This design comes from an exercise in tuning for a short achievable clock period and few clock cycles on the open sky130 flow, not from production work.
Function not checked in this run: the RTL went through the layout flow alone.
Power is estimated from default activity; no workload was simulated.

$ cat run.sh
#!/bin/bash
# synth_recipe.tcl (not shown) runs the flow's synth.tcl, then flattens the netlist and writes it again
# the make line also repeats each setting of config.mk as NAME=value (left out here)
make -C /OpenROAD-flow-scripts/flow DESIGN_CONFIG=/design/flow/config.mk WORK_HOME=/design/flow/orfs CLKGATE_MAP_FILE= SYNTH_SCRIPT=/design/flow/synth_recipe.tcl finish
$ cat config.mk
export PLATFORM = sky130hd
export DESIGN_NAME = w450
export DESIGN_NICKNAME = w450
export VERILOG_FILES = /design/flow/design.v
export SDC_FILE = /design/flow/constraint.sdc
export NUM_CORES = 4
export LEC_CHECK = 0
export CAP_MARGIN = 20
export CORE_MARGIN = 2
export CORE_UTILIZATION = 40
export PLACE_DENSITY = 0.6
export SLEW_MARGIN = 20
$ cat constraint.sdc
create_clock -name core_clock -period 4.5 [get_ports {clk}]
set_input_delay 0.9000 -clock core_clock [delete_from_list [all_inputs] [get_ports {clk}]]
set_output_delay 0.9000 -clock core_clock [all_outputs]
set_load 0.01 [all_outputs]
$ cat design.v
module w450(mem_wr_data, mem_wr_addr, mem_wr_en, mem_rd_data1, mem_rd_addr1,
	mem_rd_data2, mem_rd_addr2, reset, clk);
	parameter n=8;
	output [n-1:0] mem_wr_data;
	output [n-1:0] mem_wr_addr;
	output mem_wr_en;
	input [n-1:0] mem_rd_data1;
	output [n-1:0] mem_rd_addr1;
	input [n-1:0] mem_rd_data2;
	output [n-1:0] mem_rd_addr2;
	input reset;
	input clk;
	parameter [2:0]
		st_if  = 3'b000,
		st_id  = 3'b001,
		st_l1  = 3'b010,
		st_l2  = 3'b011,
		st_ex  = 3'b100,
		st_wb  = 3'b101;
	reg[2:0] state;
	reg[n-1:0] PC;  
	reg[n-1:0] IR;  
	reg[n-1:0] REG [3:0];  
	reg[2:0] opcode;
	reg[1:0] reg1;
	reg[1:0] reg0;
	reg[0:0] dst;
	reg[n-1:0] dataFromMemory;  
	reg[0:0] memoryRead;  
	reg[n-1:0] dataToMemory;  
	reg[n-1:0] addressToWrite;  
	reg[0:0] memoryWrite;  
	reg[n-1:0] rd_addr;
	reg[n-1:0] wr_addr;
	reg[n-1:0] wr_data;
	reg wr_en;
	assign mem_rd_addr2 = rd_addr;
	assign mem_wr_addr = wr_addr;
	assign mem_wr_data = wr_data;
	assign mem_wr_en = wr_en;
	assign mem_rd_addr1 = PC;  
	parameter add = 3'b000;
	parameter addi = 3'b001;
	parameter sub = 3'b010;
	parameter subi = 3'b011;
	parameter mov = 3'b100;
	parameter movi = 3'b101;
	parameter beq = 3'b110;
	parameter blt = 3'b111;
	parameter ir_opcode_hi = 7;
	parameter ir_opcode_lo = 5;
	parameter ir_reg1_hi = 4;
	parameter ir_reg1_lo = 3;
	parameter ir_reg0_hi = 2;
	parameter ir_dst = 0;
	parameter ir_reg0_lo = 1;
	always@(posedge clk or posedge reset) begin  
		if(reset) begin
			state <= st_if;
			PC <= 8'h 00;
			wr_en <= 0;
			rd_addr <= 0;
		end
		else
		case(state)
			st_if: begin
				IR <= mem_rd_data1;
				PC <= PC + 1;
				memoryRead <= 0;
				memoryWrite <= 0;
				state <= st_id;
				wr_en <= 0;
			end
			st_id: begin
				opcode <= IR[ir_opcode_hi:ir_opcode_lo];
				reg1 <= IR[ir_reg1_hi:ir_reg1_lo];
				reg0 <= IR[ir_reg0_hi:ir_reg0_lo];
				dst <= IR[ir_dst:ir_dst];
				state <= st_l1; 
			end
			st_l1: begin
				if (opcode == add || opcode == sub || opcode == mov) begin
					if (reg0 == 0) begin
						rd_addr <= REG[0];	
						memoryRead <= 1;
					end				
				end
				else begin
					rd_addr <= PC;
					PC <= PC + 1;
					dataFromMemory <= mem_rd_data1;
				end
				state <= st_l2;
			end
			st_l2: begin
				if(memoryRead == 1) begin
					dataFromMemory <= mem_rd_data2;
				end
				state <= st_ex;
			end
			st_ex: begin
				if(opcode == add) begin
					if(dst == 0) begin
						if(reg0 == 0) begin
							dataToMemory <= dataFromMemory + REG[reg1];
							addressToWrite <= REG[0];
							memoryWrite <= 1;
						end
						else begin
							REG[reg0] <= REG[reg0] + REG[reg1];
						end
					end
					else if(dst == 1) begin
						if(reg0 == 0) begin
							REG[reg1] <= REG[reg1] + dataFromMemory;
						end
						else begin
							REG[reg1] <= REG[reg1] + REG[reg0];
						end
					end
				end
				if(opcode == addi) begin
					REG[reg1] <= REG[reg1] + dataFromMemory;
				end
				if(opcode == sub) begin
					if(dst == 0) begin
						if(reg0 == 0) begin
							dataToMemory <= dataFromMemory - REG[reg1];
							addressToWrite <= REG[0];
							memoryWrite <= 1;
						end
						else begin
							REG[reg0] <= REG[reg0] - REG[reg1];
						end
					end
					else if(dst == 1) begin
						if(reg0 == 0) begin
							REG[reg1] <= REG[reg1] - dataFromMemory;
						end
						else begin
							REG[reg1] <= REG[reg1] - REG[reg0];
						end
					end
				end
				if(opcode == subi) begin
					REG[reg1] <= REG[reg1] - dataFromMemory;
				end
				if(opcode == mov) begin
					if(dst == 0) begin
						if(reg0 == 0) begin
							dataToMemory <= REG[reg1];
							addressToWrite <= REG[0];
							memoryWrite <= 1;
						end
						else begin
							REG[reg0] <= REG[reg1];
						end
					end
					else if(dst == 1) begin
						if(reg0 == 0) begin
							REG[reg1] <= dataFromMemory;
						end
						else begin
							REG[reg1] <= REG[reg0];
						end
					end
				end
				if(opcode == movi) begin
					REG[reg1] <= dataFromMemory;
				end
				if(opcode == beq) begin
					if(REG[reg1] == REG[reg0]) begin
						PC <= PC + dataFromMemory;
					end
				end
				if(opcode == blt) begin
					if(REG[reg1] < REG[reg0]) begin
						PC <= PC + dataFromMemory;
					end
				end
				state <= st_wb;
			end
			st_wb: begin
				if(memoryWrite == 1) begin
					wr_en <= 1;
					wr_addr <= addressToWrite;
					wr_data <= dataToMemory;
				end
				state <= st_if;
			end
			default: state <= st_if;
		endcase
	end
endmodule
==> run notes <==
worst max-delay path: cells and delay by family, from the launching register on:
kind / cells / cell delay (ps)
flops: 1 / 700
simple gates: 2 / 630
fa+ha+maj: 1 / 610
buf+inv: 1 / 220
compound gates: 6 / 1350
mux: 1 / 510
cells by family (layout without fill, tap and decap cells):
family | Yosys count | count (layout) | synth area share, %
buf+inv | 150 | 216 | 5.25
compound gates | 544 | 544 | 31.3
xor+xnor | 33 | 33 | 2.58
fa+ha+maj | 62 | 62 | 7.40
simple gates | 478 | 478 | 19.9
flops | 110 | 110 | 28.6
mux | 43 | 43 | 4.89
state kept, by name (all words and copies together), names as in the netlist, 2 cells and up:
signal          cells
dataToMemory        8
rd_addr             8
wr_data             8
reg1                2
IR                  8
PC                  8
wr_addr             8
state               3
reg0                2
dataFromMemory      8
REG                32
addressToWrite      8
opcode              3
power by group through the flow:
stage | clock, mW | combinational, mW | sequential [mW]
floorplan | 0 | 0.186 | 1.23
global placement | 0 | 0.340 | 1.24
CTS | 0.873 | 0.348 | 1.22
detailed placement | 0 | 0.347 | 1.24
finish | 0.864 | 0.343 | 1.22
global route | 0.904 | 0.380 | 1.23
cell usage after synthesis (8+ instances only):
library cell	count	area share, %
nand2_1	188	6.3
mux4_2	8	1.6
a22oi_1	17	1.1
a21o_1	11	0.74
nor3_1	30	1.3
and3_1	8	0.45
buf_2	8	0.36
a221oi_1	13	1.0
o21a_1	17	1.1
nand2b_1	13	0.73
o21ai_0	143	6.4
or3_1	11	0.61
o221ai_1	13	1.0
mux2_2	14	1.4
nand3_1	34	1.5
a31oi_1	23	1.3
o211ai_1	23	1.5
xnor2_1	25	2.0
edfxtp_1	90	24
inv_1	50	1.7
nor2_1	117	3.9
clkbuf_1	82	2.7
xor2_1	8	0.63
a211oi_1	31	2.1
nand4_1	8	0.45
mux2i_1	21	1.9
dfrtp_1	20	4.5
ha_1	55	6.1
a21oi_1	128	5.7
a32oi_1	8	0.63
o22ai_1	24	1.3
nor2b_1	15	0.84
o31ai_1	10	0.67
path summary, 6_finish.rpt:
check / from / endpoint / slack [ps]
setup reg to reg: reg1[0] / REG[3][1] / 230
max in group asynchronous: reset / rd_addr[1] / 2850
hold / removal: IR[6] / opcode[1] / 420
setup / recovery: reg1[0] / REG[3][1] / 230
min in group asynchronous: reset / wr_en / 1160
hold reg to reg: IR[6] / opcode[1] / 420
layout by cell type, fill, tap and decap left out, drive strengths merged, types with 9 or more instances in the layout:
cell type,n
nand2,188
o21ai,146
a21oi,128
nor2,117
buf,98
edfxtp,90
ha,55
inv,53
clkdlybuf4s50,50
nand3,34
a211oi,32
nor3,30
xnor2,25
o22ai,24
o211ai,23
a31oi,23
mux2i,21
dfrtp,20
o21a,17
a22oi,17
nor2b,15
mux2,14
nand2b,13
a221oi,13
o221ai,13
a21o,11
or3,11
o31ai,10
clkbuf,9
per-layer routing:
layer | global-route usage (%) | vias to the layer above | share of wire, %
met2 | 55.9 | 957 | 42
met3 | 7.66 | 219 | 12
li1 | - | 5489 | -
met5 | 0 | - | 0
met4 | 18.9 | 0 | 5.9
met1 | 51.4 | 6098 | 40
final cells by class:
class / instances / area (sq um) / area share [%]
clock buffer: 9 / 225 / 1.75
clock inverter: 7 / 77.6 / 0.604
inverter: 52 / 195 / 1.52
multi-input combinational: 1160 / 7430 / 57.8
sequential: 110 / 3200 / 24.9
tap: 378 / 473 / 3.68
timing repair buffer: 148 / 1250 / 9.72
metrics by stage:
stage / hold WS (ps) / cell area, sq um / power (mW) / cells / worst slack, ps
after global routing: 431 / 12900 / 2.51 / 1864 / 66.6
after global placement: 401 / 12500 / 1.58 / 1848 / 401
final: 425 / 12900 / 2.43 / 1864 / 225
after detailed placement: 405 / 12500 / 1.59 / 1848 / 407
after floorplan: 400 / 11200 / 1.42 / 1420 / 251
after CTS: 424 / 12900 / 2.44 / 1864 / 394
==> impl_results.md <==
- Outcome: timing/DRC/antenna clean
- EDFF count, synth: 90
- # hold bufs at CTS: 0
- Die Area: 29,300 sq um
- # IOs: 51
- Layout cells sized above 1: 10.7%
- Distinct cell type count after synthesis: 79
- Setup violations, final: 0
- Crit path required time: 4620 ps
- RSZ-0062 raised after global routing: false
- Sequential power share: 50.2%
- Vias per cell: 6.85
- Crit path kind: flop to flop
- CTS clk-pin slew, worst paths: 80 ps
- Fin. Hold Viols: 0
- Synthesized area per cell: 7.88 sq um
- Comb pwr share: 14.1%
- Top FF cell, synth: edfxtp_1
- Largest net degree at the start of global routing: 51
- Critical path's most frequent cell: a21oi_1
- Initial core utilization: 40.4%
- Asr flop ratio synth: 18.2%
- Worst skew pair latency: 390 ps
- Fill cells: 2,763
- H-tree depth: 3
- Clock share of power: 35.6%
- Total clock sinks: 110
- Crit start category: flop
- Achievable Freq: 234 MHz
- End-of-flow core utilization: 46.4%
- Register area share after synthesis: 28.6%
- Fin Setup TNS: 0 ps
- Arrival time at the worst endpoint: 4390 ps
- Total number of vias: 12.8k
- Worst Hold Class: flop to flop
- Die H: 171 um
- Max cap viols: 0
- First-pass GRT wire length: 79.8 mm
- VDD IR max: 256 uV
- Core ar.: 27,700 sq um
- Syn Nets: 1,500
- Synth Instances: 1,420
- Power per cell area: 189 nW/um^2
- Post_cts resized: 0
- Worst hold path stage count: 0
- Crit end category: flop
- Period utilization: 95.0%
- DRT iter0 DRCs: 1,989
- Worst path slowest cell: edfxtp_1
- Pins Over Slew Limit: 0
- # nets final: 1,561
- Total congestion overflow: 0
- Psw: 693 uW
- Post-CTS Setup Inserts: 0
- ANT nets after route: 0
- CTS buffer count: 9
- Leak: 4.79 nW
- Gpl congestion: 1.07
- Input/output buffers: 50
- Int Power: 1.73 mW
- Worst-Margin Slew: 1120 ps
- Max incr delay on CP: 700 ps
- Min cycle time layout: 4270 ps
- Gr usage total: 37.5%
- Die Wd: 171 um
- Ys Warns: 2
- Clock Root Buffer: clkbuf_16
- Total Wirelength: 54.8 mm
- CP cell instances: mux4_2, inv_1, fa_1, or3b_2, nand3_1, a21oi_1, o31ai_1, o21ai_0, a21oi_1, o221ai_1, o32a_1
- DR WL/cell: 29.4 um
- CTS tree: yes
- Initial antenna violation count: 0
- Synthesized cell area: 11,200 sq um
- Ant diodes: 0
- Clk_skew: 21.4 ps
- Slew Limit Headroom: 25.3%
- DP HPWL: 41.5 mm
- CTS max path bufs: 2
- DRC: 0
- Synthesis-to-finish area growth: 14.8%
- Vias in the first global route: 11.9k
- CP Max Fanout: 10
- Row count: 61
- FF-to-FF path depth: 11
- First drt pass iteration count: 7
- Yosys reg bits: 110
- Net Sw Frac: 28.6%

-- port drivers added, routing unchanged --
In the flow no input, the clock included, has a driving cell. The finished layout below was timed again as built, in two steps.
Step 1 assumes that a clkbuf_16 drives the clock port and a buf_2 every other input.
Step 2 times the ports against the registers' clock, not the clock port: input delays grow and output delays shrink by t, the midpoint of the rising clock arrivals with the driver on.
a / b / c = ideal / step 1 / step 2; a / b = the first two.
t (ns): 0.428
slack for setup (ns): 0.225 / 0.225 / 0.225
clock arrival spread, ns: 0.021 / 0.021
After both steps this run still meets setup and hold. The setup slack of this run moves by 0.000 ns with the drivers and by 0.000 ns with both steps.
